Context: an optimization exercise on an open-source flow, tuned for small area, a short achievable clock period and few clock cycles per item. The choices shown serve that exercise and are no tape-out recipe. Where RTL was checked, it was by simulation tests only, not by an equivalence proof against the original.

==> fjord: inputs <==
## SHA256
module SHA256(
  input clk,
  input [2:0] P,
  input [255:0] passwd_hash,
  input [71:0] start,
  output [71:0] hash,
  output done
);
localparam [31:0] IV0 = 32'h6a09e667, IV1 = 32'hbb67ae85, IV2 = 32'h3c6ef372, IV3 = 32'ha54ff53a,
                  IV4 = 32'h510e527f, IV5 = 32'h9b05688c, IV6 = 32'h1f83d9ab, IV7 = 32'h5be0cd19;
localparam [1:0] S_LOAD = 2'd0, S_RUN = 2'd1, S_DONE = 2'd2;
localparam [2047:0] KT = {
  32'hc67178f2, 32'hbef9a3f7, 32'ha4506ceb, 32'h90befffa,
  32'h8cc70208, 32'h84c87814, 32'h78a5636f, 32'h748f82ee,
  32'h682e6ff3, 32'h5b9cca4f, 32'h4ed8aa4a, 32'h391c0cb3,
  32'h34b0bcb5, 32'h2748774c, 32'h1e376c08, 32'h19a4c116,
  32'h106aa070, 32'hf40e3585, 32'hd6990624, 32'hd192e819,
  32'hc76c51a3, 32'hc24b8b70, 32'ha81a664b, 32'ha2bfe8a1,
  32'h92722c85, 32'h81c2c92e, 32'h766a0abb, 32'h650a7354,
  32'h53380d13, 32'h4d2c6dfc, 32'h2e1b2138, 32'h27b70a85,
  32'h14292967, 32'h06ca6351, 32'hd5a79147, 32'hc6e00bf3,
  32'hbf597fc7, 32'hb00327c8, 32'ha831c66d, 32'h983e5152,
  32'h76f988da, 32'h5cb0a9dc, 32'h4a7484aa, 32'h2de92c6f,
  32'h240ca1cc, 32'h0fc19dc6, 32'hefbe4786, 32'he49b69c1,
  32'hc19bf174, 32'h9bdc06a7, 32'h80deb1fe, 32'h72be5d74,
  32'h550c7dc3, 32'h243185be, 32'h12835b01, 32'hd807aa98,
  32'hab1c5ed5, 32'h923f82a4, 32'h59f111f1, 32'h3956c25b,
  32'he9b5dba5, 32'hb5c0fbcf, 32'h71374491, 32'h9e6afcb1};
function eqsum(input [31:0] x, input [31:0] y, input [31:0] p);
  reg [31:0] cy;
  begin
    cy = (x & y) | ((x | y) & ~p);
    eqsum = ((x ^ y ^ p) == {cy[30:0], 1'b0});
  end
endfunction
  ...
Settings: LEC_CHECK=0, CAP_MARGIN=20, CORE_MARGIN=2, CORE_UTILIZATION=40, SLEW_MARGIN=20, SYNTH_MEMORY_MAX_BITS=8192; clock period 15.0 ns.
run.sh (not shown) runs the stock make flow with config.mk's settings and CLKGATE_MAP_FILE= SYNTH_SCRIPT=/design/flow/synth_recipe.tcl, a recipe that flattens the netlist after the stock synthesis.
==> inputs of willow, as changes to fjord <==
--- a/flow/design.v
+++ b/flow/design.v
@@ -21,17 +21,17 @@
   32'h53380d13, 32'h4d2c6dfc, 32'h2e1b2138, 32'h27b70a85,
   32'h14292967, 32'h06ca6351, 32'hd5a79147, 32'hc6e00bf3,
   32'hbf597fc7, 32'hb00327c8, 32'ha831c66d, 32'h983e5152,
   32'h76f988da, 32'h5cb0a9dc, 32'h4a7484aa, 32'h2de92c6f,
   32'h240ca1cc, 32'h0fc19dc6, 32'hefbe4786, 32'he49b69c1,
   32'hc19bf174, 32'h9bdc06a7, 32'h80deb1fe, 32'h72be5d74,
   32'h550c7dc3, 32'h243185be, 32'h12835b01, 32'hd807aa98,
   32'hab1c5ed5, 32'h923f82a4, 32'h59f111f1, 32'h3956c25b,
-  32'he9b5dba5, 32'hb5c0fbcf, 32'h71374491, 32'h9e6afcb1};
+  32'he9b5dba5, 32'hb5c0fbcf, 32'h71374491, 32'h428a2f98};
 function eqsum(input [31:0] x, input [31:0] y, input [31:0] p);
   reg [31:0] cy;
   begin
     cy = (x & y) | ((x | y) & ~p);
     eqsum = ((x ^ y ^ p) == {cy[30:0], 1'b0});
   end
 endfunction
 function [35:0] incdig(input [35:0] x);
@@ -47,47 +47,49 @@
     end
   end
 endfunction
 reg [35:0] dig;            
 reg [31:0] a, b, c, d, e, f, g, hk;
 reg [511:0] w;             
 reg [6:0] n;               
 reg [5:0] rc;              
-reg [1:0] st;
-reg first;
+reg mv;                    
+reg [5:0] cr;              
+reg ld;                    
+reg run, dn, first, vok;
+reg [7:0] hp;              
 reg done_r;
 assign done = done_r;
 assign hash = {4'h3, dig[35:32], 4'h3, dig[31:28], 4'h3, dig[27:24], 4'h3, dig[23:20],
                4'h3, dig[19:16], 4'h3, dig[15:12], 4'h3, dig[11:8], 4'h3, dig[7:4],
                4'h3, dig[3:0]};
 wire init = (P == 3'd0);
-wire step = (P == 3'd2) && (rc == 6'd0);
-wire rot  = !init && !step;
-wire ld   = (st == S_LOAD);
+wire srch = (P == 3'd2);
+wire hit = &hp;            
+wire lq = ld || (run && n == 7'd63 && !hit);
 wire [35:0] nxt = first ? dig : incdig(dig);
 wire [31:0] w0n = {4'h3, nxt[35:32], 4'h3, nxt[31:28], 4'h3, nxt[27:24], 4'h3, nxt[23:20]};
 wire [31:0] w1n = {4'h3, nxt[19:16], 4'h3, nxt[15:12], 4'h3, nxt[11:8], 4'h3, nxt[7:4]};
 wire [31:0] w2  = {4'h3, dig[3:0], 24'h800000};
 wire [31:0] wm15 = w[31:0], wm14 = w[63:32], wm6 = w[319:288], wm1 = w[479:448];
 wire [31:0] sg0 = {wm14[6:0], wm14[31:7]} ^ {wm14[17:0], wm14[31:18]} ^ (wm14 >> 3);
 wire [31:0] sg1 = {wm1[16:0], wm1[31:17]} ^ {wm1[18:0], wm1[31:19]} ^ (wm1 >> 10);
 wire [31:0] sch = sg1 + wm6 + sg0 + wm15;
 reg [31:0] msg;
 always @(*) begin
   case (n)
     7'd1: msg = w2;
     7'd14: msg = 32'h00000048;
     default: msg = 32'd0;
   endcase
 end
-wire [31:0] went = ld ? w1n : (n < 7'd15 ? msg : sch);
-wire [31:0] gm = ld ? 32'd0 : g;
-wire [31:0] wn = ld ? w0n : w[511:480];
-wire [31:0] hk_sum = gm + KT[{n[5:0], 5'd0} +: 32] + wn;
+wire [31:0] went = lq ? w1n : (n < 7'd15 ? msg : sch);
+wire [31:0] hk_sum = g + KT[{n[5:0], 5'd0} +: 32] + w[511:480];
+wire [31:0] hk_ld = {4'h0, nxt[35:32], 4'h0, nxt[31:28], 4'h0, nxt[27:24], 4'h0, nxt[23:20]} + 32'hce9b2ce1;
 wire [31:0] S1 = {e[5:0], e[31:6]} ^ {e[10:0], e[31:11]} ^ {e[24:0], e[31:25]};
 wire [31:0] S0 = {a[1:0], a[31:2]} ^ {a[12:0], a[31:13]} ^ {a[21:0], a[31:22]};
 wire [31:0] ch = (e & f) ^ (~e & g);
 wire [31:0] mj = (a & b) ^ (a & c) ^ (b & c);
 wire [31:0] t1s = hk ^ S1 ^ ch;
 wire [31:0] t1c = {(hk[30:0] & S1[30:0]) | (hk[30:0] & ch[30:0]) | (S1[30:0] & ch[30:0]), 1'b0};
 wire [31:0] es = t1s ^ t1c ^ d;
 wire [31:0] ec = {(t1s[30:0] & t1c[30:0]) | (t1s[30:0] & d[30:0]) | (t1c[30:0] & d[30:0]), 1'b0};
@@ -101,55 +103,66 @@
 always @(*) begin
   case (n[1:0])
     2'd2: begin pa = passwd_hash[159:128]; ia = IV3; pe = passwd_hash[31:0];   ie = IV7; end
     2'd3: begin pa = passwd_hash[191:160]; ia = IV2; pe = passwd_hash[63:32];  ie = IV6; end
     2'd0: begin pa = passwd_hash[223:192]; ia = IV1; pe = passwd_hash[95:64];  ie = IV5; end
     default: begin pa = passwd_hash[255:224]; ia = IV0; pe = passwd_hash[127:96]; ie = IV4; end
   endcase
 end
-wire hit = eqsum(a, ia, pa) && eqsum(e, ie, pe);
+wire [31:0] cya = (a & ia) | ((a | ia) & ~pa);
+wire [31:0] ma = ~(a ^ ia ^ pa ^ {cya[30:0], 1'b0});
+wire [31:0] cye = (e & ie) | ((e | ie) & ~pe);
+wire [31:0] me = ~(e ^ ie ^ pe ^ {cye[30:0], 1'b0});
 always @(posedge clk) begin
-  a <= ld ? IV0 : (rot ? d : a_new);
-  b <= ld ? IV1 : a;
-  c <= ld ? IV2 : b;
-  d <= ld ? IV3 : c;
-  e <= ld ? IV4 : (rot ? g : e_new);
-  f <= ld ? IV5 : e;
-  g <= ld ? IV6 : f;
-  if (!rot) hk <= hk_sum;
-  w[511:480] <= rot ? w[31:0] : went;
-  w[479:448] <= ld ? w0n : w[511:480];
+  a <= lq ? IV0 : (mv ? a_new : d);
+  b <= lq ? IV1 : a;
+  c <= lq ? IV2 : b;
+  d <= lq ? IV3 : c;
+  e <= lq ? IV4 : (mv ? e_new : g);
+  f <= lq ? IV5 : e;
+  g <= lq ? IV6 : f;
+  if (mv) hk <= lq ? hk_ld : hk_sum;
+  w[511:480] <= mv ? went : w[31:0];
+  w[479:448] <= lq ? w0n : w[511:480];
   w[447:0] <= w[479:32];
-  if (init) rc <= 6'd0;
-  else if (rot) rc <= (rc == 6'd47) ? 6'd0 : rc + 6'd1;
+  if (mv) hp <= {&ma[31:24], &ma[23:16], &ma[15:8], &ma[7:0], &me[31:24], &me[23:16], &me[15:8], &me[7:0]};
   if (init) begin
+    rc <= 6'd47;
+    mv <= 1'b0;
+    cr <= 6'd0;
     dig <= {start[67:64], start[59:56], start[51:48], start[43:40], start[35:32],
             start[27:24], start[19:16], start[11:8], start[3:0]};
     first <= 1'b1;
     n <= 7'd0;
-    st <= S_LOAD;
+    ld <= 1'b1;
+    run <= 1'b0;
+    dn <= 1'b0;
     done_r <= 1'b0;
-  end else if (step) begin
-    case (st)
-      S_LOAD: begin
+  end else begin
+    cr <= cr + {5'd0, srch} - {5'd0, mv};
+    mv <= (mv || rc == 6'd47) && (srch || cr > {5'd0, mv});
+    if (!mv) rc <= (rc == 6'd47) ? 6'd0 : rc + 6'd1;
+    if (srch && (dn || (mv && run && n == 7'd66 && vok && hit))) done_r <= 1'b1;
+    if (mv) begin
+      if (lq) begin
         dig <= nxt;
         first <= 1'b0;
         n <= 7'd1;
-        st <= S_RUN;
-      end
-      S_RUN: begin
-        if (n >= 7'd62 && !hit) begin
-          st <= S_LOAD;
-          n <= 7'd0;
-        end else begin
-          n <= n + 7'd1;
-          if (n == 7'd65) begin
-            st <= S_DONE;
-            done_r <= 1'b1;
+        ld <= 1'b0;
+        run <= 1'b1;
+      end else if (run) begin
+        n <= n + 7'd1;
+        if (n == 7'd64) vok <= hit;
+        else vok <= vok && hit;
+        if (n == 7'd66) begin
+          run <= 1'b0;
+          if (vok && hit) dn <= 1'b1;
+          else begin
+            ld <= 1'b1;
+            n <= 7'd0;
           end
         end
       end
-      default: ;
-    endcase
+    end
   end
 end
 endmodule
==> flow/flow/run.sh (new file) <==
#!/bin/bash
# Standard ORFS layout, with repair_timing aiming for more setup slack than the clock needs.
set -euo pipefail
bash standard.sh SETUP_SLACK_MARGIN=10.5 finish > standard.log 2>&1
==> flow/standard.sh (new file) <==
#!/bin/bash
# synth_recipe.tcl (not shown) runs the flow's synth.tcl, then flattens the netlist and writes it again
# the make line also repeats each setting of config.mk as NAME=value (left out here)
make -C /OpenROAD-flow-scripts/flow DESIGN_CONFIG=/design/flow/config.mk WORK_HOME=/design/flow/orfs CLKGATE_MAP_FILE= SYNTH_SCRIPT=/design/flow/synth_recipe.tcl "${@:-finish}"
CORE_UTILIZATION = 55   (was 40)
removed: flow/run.sh
==> inputs of ember, as changes to fjord <==
==> flow/design.v (replaced) <==
`timescale 1ns / 1ps
module SHA256(
  input clk,
  input [2:0] P,
  input [255:0] passwd_hash,
  input [71:0] start,
  output [71:0] hash,
  output done
);
localparam [31:0] IV0 = 32'h6a09e667, IV1 = 32'hbb67ae85, IV2 = 32'h3c6ef372, IV3 = 32'ha54ff53a,
                  IV4 = 32'h510e527f, IV5 = 32'h9b05688c, IV6 = 32'h1f83d9ab, IV7 = 32'h5be0cd19;
localparam [1:0] S_LOAD = 2'd0, S_RUN = 2'd1, S_DONE = 2'd2;
localparam [2047:0] KT = {
  32'hc67178f2, 32'hbef9a3f7, 32'ha4506ceb, 32'h90befffa,
  32'h8cc70208, 32'h84c87814, 32'h78a5636f, 32'h748f82ee,
  32'h682e6ff3, 32'h5b9cca4f, 32'h4ed8aa4a, 32'h391c0cb3,
  32'h34b0bcb5, 32'h2748774c, 32'h1e376c08, 32'h19a4c116,
  32'h106aa070, 32'hf40e3585, 32'hd6990624, 32'hd192e819,
  32'hc76c51a3, 32'hc24b8b70, 32'ha81a664b, 32'ha2bfe8a1,
  32'h92722c85, 32'h81c2c92e, 32'h766a0abb, 32'h650a7354,
  32'h53380d13, 32'h4d2c6dfc, 32'h2e1b2138, 32'h27b70a85,
  32'h14292967, 32'h06ca6351, 32'hd5a79147, 32'hc6e00bf3,
  32'hbf597fc7, 32'hb00327c8, 32'ha831c66d, 32'h983e5152,
  32'h76f988da, 32'h5cb0a9dc, 32'h4a7484aa, 32'h2de92c6f,
  32'h240ca1cc, 32'h0fc19dc6, 32'hefbe4786, 32'he49b69c1,
  32'hc19bf174, 32'h9bdc06a7, 32'h80deb1fe, 32'h72be5d74,
  32'h550c7dc3, 32'h243185be, 32'h12835b01, 32'hd807aa98,
  32'hab1c5ed5, 32'h923f82a4, 32'h59f111f1, 32'h3956c25b,
  32'he9b5dba5, 32'hb5c0fbcf, 32'h71374491, 32'h428a2f98};
function eqsum(input [31:0] x, input [31:0] y, input [31:0] p);
  reg [31:0] cy;
  begin
    cy = (x & y) | ((x | y) & ~p);
    eqsum = ((x ^ y ^ p) == {cy[30:0], 1'b0});
  end
endfunction
function [35:0] incdig(input [35:0] x);
  integer k;
  reg cyin;
  begin
    cyin = 1'b1;
    for (k = 0; k < 9; k = k + 1) begin
      if (cyin) begin
        if (x[4*k +: 4] == 4'd9) incdig[4*k +: 4] = 4'd0;
        else begin incdig[4*k +: 4] = x[4*k +: 4] + 4'd1; cyin = 1'b0; end
      end else incdig[4*k +: 4] = x[4*k +: 4];
    end
  end
endfunction
reg [35:0] dig;            
reg [31:0] a, b, c, d, e, f, g, hk, kr;
reg [511:0] w;             
reg [6:0] n;               
reg [5:0] rc;              
reg mv;                    
reg [5:0] cr;              
reg ld;                    
reg run, dn, first, vok;
reg [7:0] hp;              
reg done_r;
assign done = done_r;
assign hash = {4'h3, dig[35:32], 4'h3, dig[31:28], 4'h3, dig[27:24], 4'h3, dig[23:20],
               4'h3, dig[19:16], 4'h3, dig[15:12], 4'h3, dig[11:8], 4'h3, dig[7:4],
               4'h3, dig[3:0]};
wire init = (P == 3'd0);
wire srch = (P == 3'd2);
wire hit = &hp;            
wire lq = ld || (run && n == 7'd63 && !hit);
wire [35:0] nxt = first ? dig : incdig(dig);
wire [31:0] w0n = {4'h3, nxt[35:32], 4'h3, nxt[31:28], 4'h3, nxt[27:24], 4'h3, nxt[23:20]};
wire [31:0] w1n = {4'h3, nxt[19:16], 4'h3, nxt[15:12], 4'h3, nxt[11:8], 4'h3, nxt[7:4]};
wire [31:0] w2  = {4'h3, dig[3:0], 24'h800000};
wire [31:0] wm15 = w[31:0], wm14 = w[63:32], wm6 = w[319:288], wm1 = w[479:448];
wire [31:0] sg0 = {wm14[6:0], wm14[31:7]} ^ {wm14[17:0], wm14[31:18]} ^ (wm14 >> 3);
wire [31:0] sg1 = {wm1[16:0], wm1[31:17]} ^ {wm1[18:0], wm1[31:19]} ^ (wm1 >> 10);
wire [31:0] q1s = sg1 ^ wm6 ^ sg0;
wire [31:0] q1c = {(sg1[30:0] & wm6[30:0]) | (sg1[30:0] & sg0[30:0]) | (wm6[30:0] & sg0[30:0]), 1'b0};
wire [31:0] q2s = q1s ^ q1c ^ wm15;
wire [31:0] q2c = {(q1s[30:0] & q1c[30:0]) | (q1s[30:0] & wm15[30:0]) | (q1c[30:0] & wm15[30:0]), 1'b0};
wire [31:0] sch;
add32 u_sch (.x(q2s), .y(q2c), .s(sch));
reg [31:0] msg;
always @(*) begin
  case (n)
    7'd1: msg = w2;
    7'd14: msg = 32'h00000048;
    default: msg = 32'd0;
  endcase
end
wire [31:0] went = lq ? w1n : (n < 7'd15 ? msg : sch);
wire [31:0] wk = w[511:480];
wire [31:0] hs = g ^ kr ^ wk;
wire [31:0] hc = {(g[30:0] & kr[30:0]) | (g[30:0] & wk[30:0]) | (kr[30:0] & wk[30:0]), 1'b0};
wire [31:0] hk_sum;
add32 u_hk (.x(hs), .y(hc), .s(hk_sum));
wire [5:0] kn = mv ? (lq ? 6'd1 : n[5:0] + 6'd1) : n[5:0];
wire [31:0] hk_ld = {4'h0, nxt[35:32], 4'h0, nxt[31:28], 4'h0, nxt[27:24], 4'h0, nxt[23:20]} + 32'hce9b2ce1;
wire [31:0] S1 = {e[5:0], e[31:6]} ^ {e[10:0], e[31:11]} ^ {e[24:0], e[31:25]};
wire [31:0] S0 = {a[1:0], a[31:2]} ^ {a[12:0], a[31:13]} ^ {a[21:0], a[31:22]};
wire [31:0] ch = (e & f) ^ (~e & g);
wire [31:0] mj = (a & b) ^ (a & c) ^ (b & c);
wire [31:0] t1s = hk ^ S1 ^ ch;
wire [31:0] t1c = {(hk[30:0] & S1[30:0]) | (hk[30:0] & ch[30:0]) | (S1[30:0] & ch[30:0]), 1'b0};
wire [31:0] es = t1s ^ t1c ^ d;
wire [31:0] ec = {(t1s[30:0] & t1c[30:0]) | (t1s[30:0] & d[30:0]) | (t1c[30:0] & d[30:0]), 1'b0};
wire [31:0] e_new;
add32 u_e (.x(es), .y(ec), .s(e_new));
wire [31:0] x2s = t1s ^ t1c ^ S0;
wire [31:0] x2c = {(t1s[30:0] & t1c[30:0]) | (t1s[30:0] & S0[30:0]) | (t1c[30:0] & S0[30:0]), 1'b0};
wire [31:0] x3s = x2s ^ x2c ^ mj;
wire [31:0] x3c = {(x2s[30:0] & x2c[30:0]) | (x2s[30:0] & mj[30:0]) | (x2c[30:0] & mj[30:0]), 1'b0};
wire [31:0] a_new;
add32 u_a (.x(x3s), .y(x3c), .s(a_new));
reg [31:0] pa, pe, ia, ie;
always @(*) begin
  case (n[1:0])
    2'd2: begin pa = passwd_hash[159:128]; ia = IV3; pe = passwd_hash[31:0];   ie = IV7; end
    2'd3: begin pa = passwd_hash[191:160]; ia = IV2; pe = passwd_hash[63:32];  ie = IV6; end
    2'd0: begin pa = passwd_hash[223:192]; ia = IV1; pe = passwd_hash[95:64];  ie = IV5; end
    default: begin pa = passwd_hash[255:224]; ia = IV0; pe = passwd_hash[127:96]; ie = IV4; end
  endcase
end
wire [31:0] cya = (a & ia) | ((a | ia) & ~pa);
wire [31:0] ma = ~(a ^ ia ^ pa ^ {cya[30:0], 1'b0});
wire [31:0] cye = (e & ie) | ((e | ie) & ~pe);
wire [31:0] me = ~(e ^ ie ^ pe ^ {cye[30:0], 1'b0});
always @(posedge clk) begin
  a <= lq ? IV0 : (mv ? a_new : d);
  b <= lq ? IV1 : a;
  c <= lq ? IV2 : b;
  d <= lq ? IV3 : c;
  e <= lq ? IV4 : (mv ? e_new : g);
  f <= lq ? IV5 : e;
  g <= lq ? IV6 : f;
  if (mv) hk <= lq ? hk_ld : hk_sum;
  kr <= KT[{kn, 5'd0} +: 32];
  w[511:480] <= mv ? went : w[31:0];
  w[479:448] <= lq ? w0n : w[511:480];
  w[447:0] <= w[479:32];
  if (mv) hp <= {&ma[31:24], &ma[23:16], &ma[15:8], &ma[7:0], &me[31:24], &me[23:16], &me[15:8], &me[7:0]};
  if (init) begin
    rc <= 6'd47;
    mv <= 1'b0;
    cr <= 6'd0;
    dig <= {start[67:64], start[59:56], start[51:48], start[43:40], start[35:32],
            start[27:24], start[19:16], start[11:8], start[3:0]};
    first <= 1'b1;
    n <= 7'd0;
    ld <= 1'b1;
    run <= 1'b0;
    dn <= 1'b0;
    done_r <= 1'b0;
  end else begin
    cr <= cr + {5'd0, srch} - {5'd0, mv};
    mv <= (mv || rc == 6'd47) && (srch || cr > {5'd0, mv});
    if (!mv) rc <= (rc == 6'd47) ? 6'd0 : rc + 6'd1;
    if (srch && (dn || (mv && run && n == 7'd66 && vok && hit))) done_r <= 1'b1;
    if (mv) begin
      if (lq) begin
        dig <= nxt;
        first <= 1'b0;
        n <= 7'd1;
        ld <= 1'b0;
        run <= 1'b1;
      end else if (run) begin
        n <= n + 7'd1;
        if (n == 7'd64) vok <= hit;
        else vok <= vok && hit;
        if (n == 7'd66) begin
          run <= 1'b0;
          if (vok && hit) dn <= 1'b1;
          else begin
            ld <= 1'b1;
            n <= 7'd0;
          end
        end
      end
    end
  end
end
endmodule
module add32(
  input [31:0] x,
  input [31:0] y,
  output [31:0] s
);
wire [31:0] p0 = x ^ y;
wire [31:0] g0 = x & y;
reg [31:0] gg, pp, gn, pn;
integer i, l;
always @(*) begin
  gg = g0; pp = p0;
  for (l = 0; l < 5; l = l + 1) begin
    gn = gg; pn = pp;
    for (i = 0; i < 32; i = i + 1) begin
      if ((i >> l) & 1) begin
        gn[i] = gg[i] | (pp[i] & gg[((i >> l) << l) - 1]);
        pn[i] = pp[i] & pp[((i >> l) << l) - 1];
      end
    end
    gg = gn; pp = pn;
  end
end
assign s = p0 ^ {gg[30:0], 1'b0};
endmodule
==> flow/flow/run.sh (new file) <==
#!/bin/bash
# Standard ORFS layout, with repair_timing aiming for more setup slack than the clock needs,
# and clock tree synthesis without dummy loads.
set -euo pipefail
bash standard.sh SETUP_SLACK_MARGIN=11 "CTS_ARGS=-sink_clustering_enable -repair_clock_nets -dont_use_dummy_load -sink_clustering_size 30 -sink_clustering_max_diameter 50" finish > standard.log 2>&1
==> flow/standard.sh (new file) <==
#!/bin/bash
# synth_recipe.tcl (not shown) runs the flow's synth.tcl, then flattens the netlist and writes it again
# the make line also repeats each setting of config.mk as NAME=value (left out here)
make -C /OpenROAD-flow-scripts/flow DESIGN_CONFIG=/design/flow/config.mk WORK_HOME=/design/flow/orfs CLKGATE_MAP_FILE= SYNTH_SCRIPT=/design/flow/synth_recipe.tcl "${@:-finish}"
SYNTH_HIERARCHICAL = 1   (was default)
removed: flow/run.sh
==> qor summary <==
                                                                                                          fjord                   willow                    ember
Wire length of the first global-routing pass                                                          210000 µm                218000 µm                202000 µm
Sequential cell area fraction in the yosys report                                                         40.4%                    40.6%                    41.7%
Detailed Route WL                                                                                     146000 µm                153000 µm                139000 µm
Result of the run                                                                       complete, no violations  complete, no violations  complete, no violations
Multiplexer share of the synthesized area                                                                 1.18%                    1.44%                    2.53%
Combined area of all synthesized cells                                                               0.0423 mm²               0.0432 mm²               0.0436 mm²
Post-synthesis share of cell area spent on full adders, half adders and majority gates                    18.1%                    17.4%                    18.8%
Hold_ws                                                                                                  308 ps                   303 ps                   263 ps
Post-CTS Setup Bufs                                                                                           0                      123                       79
Beginning of the worst hold path                                                                         w[373]                   w[364]                   w[443]
Unrepaired setup endpoints after global routing                                                              no                      yes                      yes
Largest net degree at the start of global routing                                                           204                       81                       94
Non-clock buffer share                                                                                    7.31%                    9.79%                    8.26%
Starting density of the core                                                                              40.3%                    55.7%                    40.2%
Testbench counts of willow, summed over its fixed seeds: cycles 203,823, items 3,217.
The RTL of fjord and ember was laid out without a check of its function.

re-timing with driven ports:
No port has a modelled driver above. Below, the same layouts with a new extraction and two added sets of constraints.
Step 1 (the two cells are an assumption about what drives the block):
set clk [get_ports {clk}]
set_driving_cell -lib_cell sky130_fd_sc_hd__clkbuf_16 $clk
set_driving_cell -lib_cell sky130_fd_sc_hd__buf_2 [delete_from_list [all_inputs] $clk]
Step 2 also shifts input and output timing later by t, the mid clock arrival at the registers, as if the neighbouring blocks saw the same clock.
a / b / c = ideal ports / drivers / drivers and shift; a / b = the first two.
run | shift t [ns] | setup WS [ns] | worst hold slack (ns) | worst slew at a driven data input, ns | pins driven straight from the clock port
fjord | 0.704 | 8.031 / 8.031 / 8.031 | 0.308 / 0.308 / 0.308 | 0.20 | 1
willow | 0.716 | 9.881 / 9.881 / 9.699 | 0.303 / 0.303 / 0.303 | 0.12 | 1
ember | 0.721 | 10.291 / 10.291 / 9.738 | 0.263 / 0.263 / 0.263 | 0.13 | 1
After both steps every run listed still meets setup and hold. For ember, which loses most, drivers alone change the setup slack by 0.000 ns; drivers and shift together by -0.553 ns.
